Context: an optimization exercise on an open-source flow, tuned for small area. The choices shown serve that exercise and are no tape-out recipe.
At most, simulation tests tie the RTL to the original design; equivalence was not proved.
Power is estimated from default activity; no workload was simulated.

## ARM7Execute
module ARM7Execute (
    input         clk,
    input  [31:0] a_bus,
    input  [31:0] b_bus,
    input  [1:0]  shift_type,
    input  [4:0]  shift_amount_imm,
    input  [7:0]  shift_amount_reg,
    input         reg_shift,
    input  [3:0]  alu_op,
    input         update_flags,
    input         carry_flag,
    input         zero_flag,
    input         overflow_flag,
    input         negative_flag,
    input  [3:0]  cond,
    output [31:0] alu_bus,
    output        new_carry_flag,
    output        new_zero_flag,
    output        new_overflow_flag,
    output        new_negative_flag,
    output        cond_pass
);
    wire [31:0] shifter_out;
    BarrelShifter barrelShifter (
        .clk(clk),
        .b_bus(b_bus),
        .shift_type(shift_type),
        .shift_amount_imm(shift_amount_imm),
        .shift_amount_reg(shift_amount_reg),
        .reg_shift(reg_shift),
        .alu_input(shifter_out)
    );
    ALU alu (
        .aBus(a_bus),
        .barrelOutput(shifter_out),
        .clk(clk),
        .aluOp(alu_op),
  ...
Size: ~44 flip-flops, roughly 5600 um2 of cells after synthesis.
==> flow/config.mk <==
export PLATFORM = sky130hd
export DESIGN_NAME = ARM7Execute
export DESIGN_NICKNAME = ARM7Execute
export VERILOG_FILES = /design/flow/design.v
export SDC_FILE = /design/flow/constraint.sdc
export NUM_CORES = 4
export LEC_CHECK = 0
export ABC_AREA = 1
export CAP_MARGIN = 0
export CORE_MARGIN = 2
export CORE_UTILIZATION = 50
export SLEW_MARGIN = 0
==> flow/constraint.sdc <==
create_clock -name core_clock -period 13.0 [get_ports {clk}]
set_input_delay 2.6000 -clock core_clock [delete_from_list [all_inputs] [get_ports {clk}]]
set_output_delay 2.6000 -clock core_clock [all_outputs]
set_load 0.01 [all_outputs]
standard.sh (not shown) runs the stock make flow with config.mk's settings and CLKGATE_MAP_FILE= SYNTH_SCRIPT=/design/flow/synth_recipe.tcl, a recipe that flattens the netlist after the stock synthesis.
==> flow/flow/run.sh <==
#!/bin/bash
# Standard ORFS layout with two changes: synthesis maps with ABC's area
# mapper (flow/abc_area.script) and skips Yosys's full-adder extraction, and
# the port buffers are the library's smallest buffer (buf_1). Every other
# step is the standard one.
set -euo pipefail
W=$PWD
mkdir -p "$W/orfs_scripts"
cp -r "$FLOW_HOME/scripts/." "$W/orfs_scripts/"
cp "$W/flow/abc_area.script" "$W/orfs_scripts/abc_area.script"
bash standard.sh SCRIPTS_DIR="$W/orfs_scripts" ABC_AREA=1 ADDER_MAP_FILE= synth > "$W/synth.log" 2>&1
bash standard.sh "BUFFER_PORTS_ARGS=-buffer_cell sky130_fd_sc_hd__buf_1" > "$W/layout.log" 2>&1
==> flow/flow/abc_area.script <==
strash
dch -f
amap
topo
The starting point produced a clean layout.
Next try:
CAP_MARGIN = 20   (was 0)
CORE_UTILIZATION = 30   (was 50)
SLEW_MARGIN = 20   (was 0)
Outcome: Cell area goes up by about 2%; count of clock-buffer cells in the layout does not change; final cell count goes up by 7.8%; non-clock buffer count goes down by 5; via count goes down by 2.7%; synthesized area does not change; clock power goes up by 29%; combinational power goes down by about 1%; routed wire length goes down by about 2.4%; power goes up by 2.9%.

* * *

JK:
ARM7Execute, a different RTL version from the one above (not shown whole).
For scale: about 820 cells after synthesis, roughly 44 flip-flops, roughly 5400 sq um of cells after synthesis.
==> flow/config.mk <==
export PLATFORM = sky130hd
export DESIGN_NAME = ARM7Execute
export DESIGN_NICKNAME = ARM7Execute
export VERILOG_FILES = /design/flow/design.v
export SDC_FILE = /design/flow/constraint.sdc
export NUM_CORES = 4
export LEC_CHECK = 0
export ABC_AREA = 1
export CAP_MARGIN = 0
export CORE_MARGIN = 2
export CORE_UTILIZATION = 50
export SLEW_MARGIN = 0
==> flow/constraint.sdc <==
create_clock -name core_clock -period 13.0 [get_ports {clk}]
set_input_delay 2.6000 -clock core_clock [delete_from_list [all_inputs] [get_ports {clk}]]
set_output_delay 2.6000 -clock core_clock [all_outputs]
set_load 0.01 [all_outputs]
Scripts as last shown in full above: flow/flow/run.sh, flow/flow/abc_area.script
Here is what was changed in the inputs of MS compared with JK.
- changing CAP_MARGIN from 0 to 20
- changing SLEW_MARGIN from 0 to 20
- changing CORE_UTILIZATION from 50 to 30
==> comparison <==
- MS drops fewer vias than JK.
- Total power up 4.0% in MS wrt JK
- Met2 wire length: MS < JK
No run of this note included a check of the RTL's function; only the layout flow was run.

* * *

The RTL this note starts from:
==> flow/design.v <==
module PrefixCarry (
    input  [31:0] g,
    input  [31:0] p,
    input         cin,
    output [32:0] c
);
    logic [31:0] G [0:5];
    logic [31:0] P [0:5];
    always_comb begin
        G[0] = g;
        P[0] = p;
        G[0][0] = g[0] | (p[0] & cin);
        for (int l = 0; l < 5; l++) begin
            G[l+1] = G[l];
            P[l+1] = P[l];
            for (int i = 0; i < 32; i++)
                if ((i % (2 << l)) == (2 << l) - 1) begin
                    G[l+1][i] = G[l][i] | (P[l][i] & G[l][i - (1 << l)]);
                    P[l+1][i] = P[l][i] & P[l][i - (1 << l)];
                end
        end
    end
    logic [31:0] D [0:4];
    always_comb begin
        D[4] = G[5];
        for (int l = 3; l >= 0; l--) begin
            D[l] = D[l+1];
            for (int i = 0; i < 32; i++)
                if ((i % (2 << l)) == (1 << l) - 1 && i >= (2 << l))
                    D[l][i] = D[l+1][i] | (P[l][i] & D[l+1][i - (1 << l)]);
        end
    end
    assign c = {D[0], cin};
endmodule
module ShiftCore (
    input  [31:0] bq,
    input  [31:0] bb,
    input         sel,
    input  [4:0]  r,
    input         wrap,
    input         asr,
    input  [31:0] keep,
    output [31:0] yn
);
    wire [31:0] b = sel ? bq : bb;
    wire fill = asr & b[31];
    logic [31:0] s [0:5];
    assign s[0] = b;
    genvar k, i;
    generate for (k = 0; k < 5; k++) begin : st
        for (i = 0; i < 32; i++) begin : bt
            if (i + (1 << k) < 32) begin : in_range
                assign s[k+1][i] = r[k] ? s[k][i + (1 << k)] : s[k][i];
            end else begin : wrapped
                assign s[k+1][i] = r[k] ? (wrap ? s[k][i + (1 << k) - 32] : fill) : s[k][i];
            end
        end
    end endgenerate
    assign yn = ~(s[5] & keep);
endmodule
module ALU (
    input [31:0] aBus,
    input [31:0] barrelOutput,
    input clk,
    input [3:0] aluOp,
    input updateFlags,
    input carryFlag, zeroFlag, overflowFlag, negativeFlag,
    output newCarryFlag, newZeroFlag, newOverflowFlag, newNegativeFlag,
    output [31:0] aluBus
);
    logic [3:0] op;
    always_ff @(posedge clk) op <= aluOp;
    function automatic logic member(input logic [3:0] v, input logic [15:0] set);
        member = set[v];
    endfunction
    wire [3:0] k;
    assign k[0] = member(op, 16'b1000_0100_1100_1100);   
    assign k[1] = member(op, 16'b0011_1010_0011_0010);   
    assign k[2] = member(op, 16'b1101_1010_0011_0010);   
    assign k[3] = member(op, 16'b0011_0101_1100_1101);   
    wire arith  = member(op, 16'b0000_1100_1111_1100);
    wire invA   = member(op, 16'b0000_0000_1000_1000);   
    wire cinOne = member(op, 16'b0000_0100_0000_1100);   
    wire useC   = member(op, 16'b0000_0000_1110_0000);   
    wire gA  = arith & ~invA;
    wire gNA = arith & invA;
    wire cin = cinOne | (useC & carryFlag);
    logic [31:0] p, g;
    always_comb begin
        for (int i = 0; i < 32; i++) begin
            p[i] = k[{aBus[i], barrelOutput[i]}];
            g[i] = ~p[i] & (aBus[i] ? gA : gNA);
        end
    end
    wire [32:0] c;
    PrefixCarry pc (.g(g), .p(p), .cin(cin), .c(c));
    wire [31:0] res = p ^ c[31:0];
    assign aluBus = res;
    assign newCarryFlag    = updateFlags ? c[32] : carryFlag;
    assign newOverflowFlag = updateFlags ? (c[32] ^ c[31]) : overflowFlag;
    assign newZeroFlag     = updateFlags ? (res == 32'd0) : zeroFlag;
    assign newNegativeFlag = updateFlags ? res[31] : negativeFlag;
endmodule
module BarrelShifter(
    input clk,
    input [31:0] b_bus,
    input [1:0] shift_type,
    input [4:0] shift_amount_imm,
    input [7:0] shift_amount_reg,
    input reg_shift,
    output logic [31:0] alu_input
);
    logic [31:0] b_q;
    logic [1:0]  t_q;
    logic [4:0]  n_q;
    logic        big_q;
    wire reg_big = |shift_amount_reg[7:5];
    always_ff @(posedge clk) begin
        b_q   <= b_bus;
        t_q   <= shift_type;
        n_q   <= shift_amount_reg[4:0] | {5{reg_big & (shift_type == 2'b10)}};
        big_q <= reg_big & ~shift_type[1];
    end
    wire [1:0]  t    = reg_shift ? t_q : shift_type;
    wire [4:0]  n    = reg_shift ? n_q : shift_amount_imm;
    wire        zero = reg_shift & big_q;
    wire left = (t == 2'b00);
    wire wrap = (t == 2'b11) | left;    
    wire asr  = (t == 2'b10);
    wire [4:0] r = left ? (5'd0 - n) : n;
    logic [7:0] LT, EQ;
    logic [3:0] LE;
    always_comb begin
        for (int h = 0; h < 8; h++) begin
            LT[h] = ~zero & (~left | (n[4:2] < h));
            EQ[h] = ~zero & left & (n[4:2] == h);
        end
        for (int l = 0; l < 4; l++)
            LE[l] = (n[1:0] <= l);
    end
    logic [31:0] keep;
    always_comb
        for (int i = 0; i < 32; i++)
            keep[i] = LT[i/4] | EQ[i/4] & LE[i%4];
    wire [31:0] yn;
    ShiftCore core (
        .bq(b_q), .bb(b_bus), .sel(reg_shift), .r(r),
        .wrap(wrap), .asr(asr), .keep(keep), .yn(yn)
    );
    assign alu_input = ~yn;
endmodule
module BranchHandler (
    input overflow_flag,
    input carry_flag,
    input zero_flag,
    input negative_flag,
    input[3:0] op_condition_flag,
    output logic should_branch
);
    logic base;
    wire nv = negative_flag ~^ overflow_flag;
    always_comb begin
        case (op_condition_flag[3:1])
            3'd0: base = zero_flag;
            3'd1: base = carry_flag;
            3'd2: base = negative_flag;
            3'd3: base = overflow_flag;
            3'd4: base = carry_flag & ~zero_flag;
            3'd5: base = nv;
            3'd6: base = ~zero_flag & nv;
            default: base = 1'b1;
        endcase
    end
    assign should_branch = base ^ op_condition_flag[0];
endmodule
module ARM7Execute (
    input         clk,
    input  [31:0] a_bus,
    input  [31:0] b_bus,
    input  [1:0]  shift_type,
    input  [4:0]  shift_amount_imm,
    input  [7:0]  shift_amount_reg,
    input         reg_shift,
    input  [3:0]  alu_op,
    input         update_flags,
    input         carry_flag,
    input         zero_flag,
    input         overflow_flag,
    input         negative_flag,
    input  [3:0]  cond,
    output [31:0] alu_bus,
    output        new_carry_flag,
    output        new_zero_flag,
    output        new_overflow_flag,
    output        new_negative_flag,
    output        cond_pass
);
    wire [31:0] shifter_out;
    BarrelShifter barrelShifter (
        .clk(clk),
        .b_bus(b_bus),
        .shift_type(shift_type),
        .shift_amount_imm(shift_amount_imm),
        .shift_amount_reg(shift_amount_reg),
        .reg_shift(reg_shift),
        .alu_input(shifter_out)
    );
    ALU alu (
        .aBus(a_bus),
        .barrelOutput(shifter_out),
        .clk(clk),
        .aluOp(alu_op),
        .updateFlags(update_flags),
        .carryFlag(carry_flag),
        .zeroFlag(zero_flag),
        .overflowFlag(overflow_flag),
        .negativeFlag(negative_flag),
        .newCarryFlag(new_carry_flag),
        .newZeroFlag(new_zero_flag),
        .newOverflowFlag(new_overflow_flag),
        .newNegativeFlag(new_negative_flag),
        .aluBus(alu_bus)
    );
    BranchHandler branchHandler (
        .overflow_flag(overflow_flag),
        .carry_flag(carry_flag),
        .zero_flag(zero_flag),
        .negative_flag(negative_flag),
        .op_condition_flag(cond),
        .should_branch(cond_pass)
    );
endmodule
Settings: LEC_CHECK=0, ABC_AREA=1, CAP_MARGIN=0, CORE_MARGIN=2, CORE_UTILIZATION=50, CTS_BUF_LIST=sky130_fd_sc_hd__clkbuf_8, SLEW_MARGIN=0; clock period 13.0 ns.
==> flow/flow/run.sh <==
#!/bin/bash
# Standard ORFS layout with these changes:
# - the design's ShiftCore module is replaced by flow/ShiftCore_mapped.v, the
#   same function already mapped to sky130hd cells (written by
#   gen/gen_shiftcore.py); synthesis keeps those cells as they are;
# - synthesis maps the rest with ABC's area mapper (flow/abc_area.script)
#   and skips Yosys's full-adder extraction;
# - the port buffers are the library's smallest buffer (buf_1).
# Every other step is the standard one.
set -euo pipefail
W=$PWD
mkdir -p "$W/orfs_scripts"
cp -r "$FLOW_HOME/scripts/." "$W/orfs_scripts/"
cp "$W/flow/abc_area.script" "$W/orfs_scripts/abc_area.script"
awk '/^module ShiftCore/{skip=1} !skip{print} /^endmodule/{skip=0}' "$W/design.v" > "$W/design_mapped.v"
cat "$W/flow/ShiftCore_mapped.v" >> "$W/design_mapped.v"
grep -c "sky130_fd_sc_hd__" "$W/design_mapped.v" > "$W/mapped_cells.txt"
bash standard.sh VERILOG_FILES="$W/design_mapped.v" SCRIPTS_DIR="$W/orfs_scripts" ABC_AREA=1 ADDER_MAP_FILE= synth > "$W/synth.log" 2>&1
bash standard.sh VERILOG_FILES="$W/design_mapped.v" "BUFFER_PORTS_ARGS=-buffer_cell sky130_fd_sc_hd__buf_1" > "$W/layout.log" 2>&1
==> flow/flow/abc_area.script <==
strash
dc2
dch -f
amap
topo
strash
dc2
dch -f
amap
topo
Other scripts of this flow, unchanged in this note and not shown: flow/flow/ShiftCore_mapped.v
The starting point did not get past 5_1_grt with GRT-0232.
Next try:
==> flow/flow/abc_area.script (replaced) <==
strash
dch -f
amap
topo
- CORE_UTILIZATION: 50 -> 40
- CTS_CLUSTER_DIAMETER: default -> 200
- CTS_CLUSTER_SIZE: default -> 24
With this change the flow produced a clean layout; synthesized cell count is higher by 5.4%; synthesized area is higher by 3.8%.
Next try:
==> flow/flow/abc_area.script (replaced) <==
strash
dch -f
amap
strash
dch -f
amap
topo
- CTS_CLUSTER_DIAMETER: 200 -> default
- CTS_CLUSTER_SIZE: 24 -> default
=> Hold slack is about the same; via count barely changes; worst setup slack gets worse by 0.10 ns; area after synthesis fell by 1.6%; final area went down by 0.62%.

==> port drivers added, routing unchanged <==
No port has a modelled driver above. Below, the same layouts with a new extraction and two added sets of constraints. Step 1 (the two cells are an assumption about what drives the block):
set clk [get_ports {clk}]
set_driving_cell -lib_cell sky130_fd_sc_hd__clkbuf_16 $clk
set_driving_cell -lib_cell sky130_fd_sc_hd__buf_2 [delete_from_list [all_inputs] $clk]
Step 2 times the ports against the registers' clock, not the clock port: input delays grow and output delays shrink by t, the midpoint of the rising clock arrivals with the driver on. a / b / c = no drivers / after step 1 / after step 2; a / b = the first two.
run | t (ns) | setup slack, ns | clock arrival spread, ns | pins driven straight from the clock port
the first run of note 1 | 0.315 | 0.561 / 0.536 / 0.536 | 0.004 / 0.004 | 1
the second run of note 1 | 0.336 | 0.821 / 0.789 / 0.789 | 0.010 / 0.010 | 1
JK | 0.329 | 0.477 / 0.452 / 0.452 | 0.003 / 0.004 | 1
MS | 0.324 | 0.607 / 0.574 / 0.574 | 0.009 / 0.008 | 1
the second run of note 3 | 0.334 | 0.789 / 0.754 / 0.754 | 0.006 / 0.007 | 1
the third run of note 3 | 0.329 | 0.686 / 0.651 / 0.651 | 0.007 / 0.007 | 1
After both steps setup and hold are still met in every run listed.
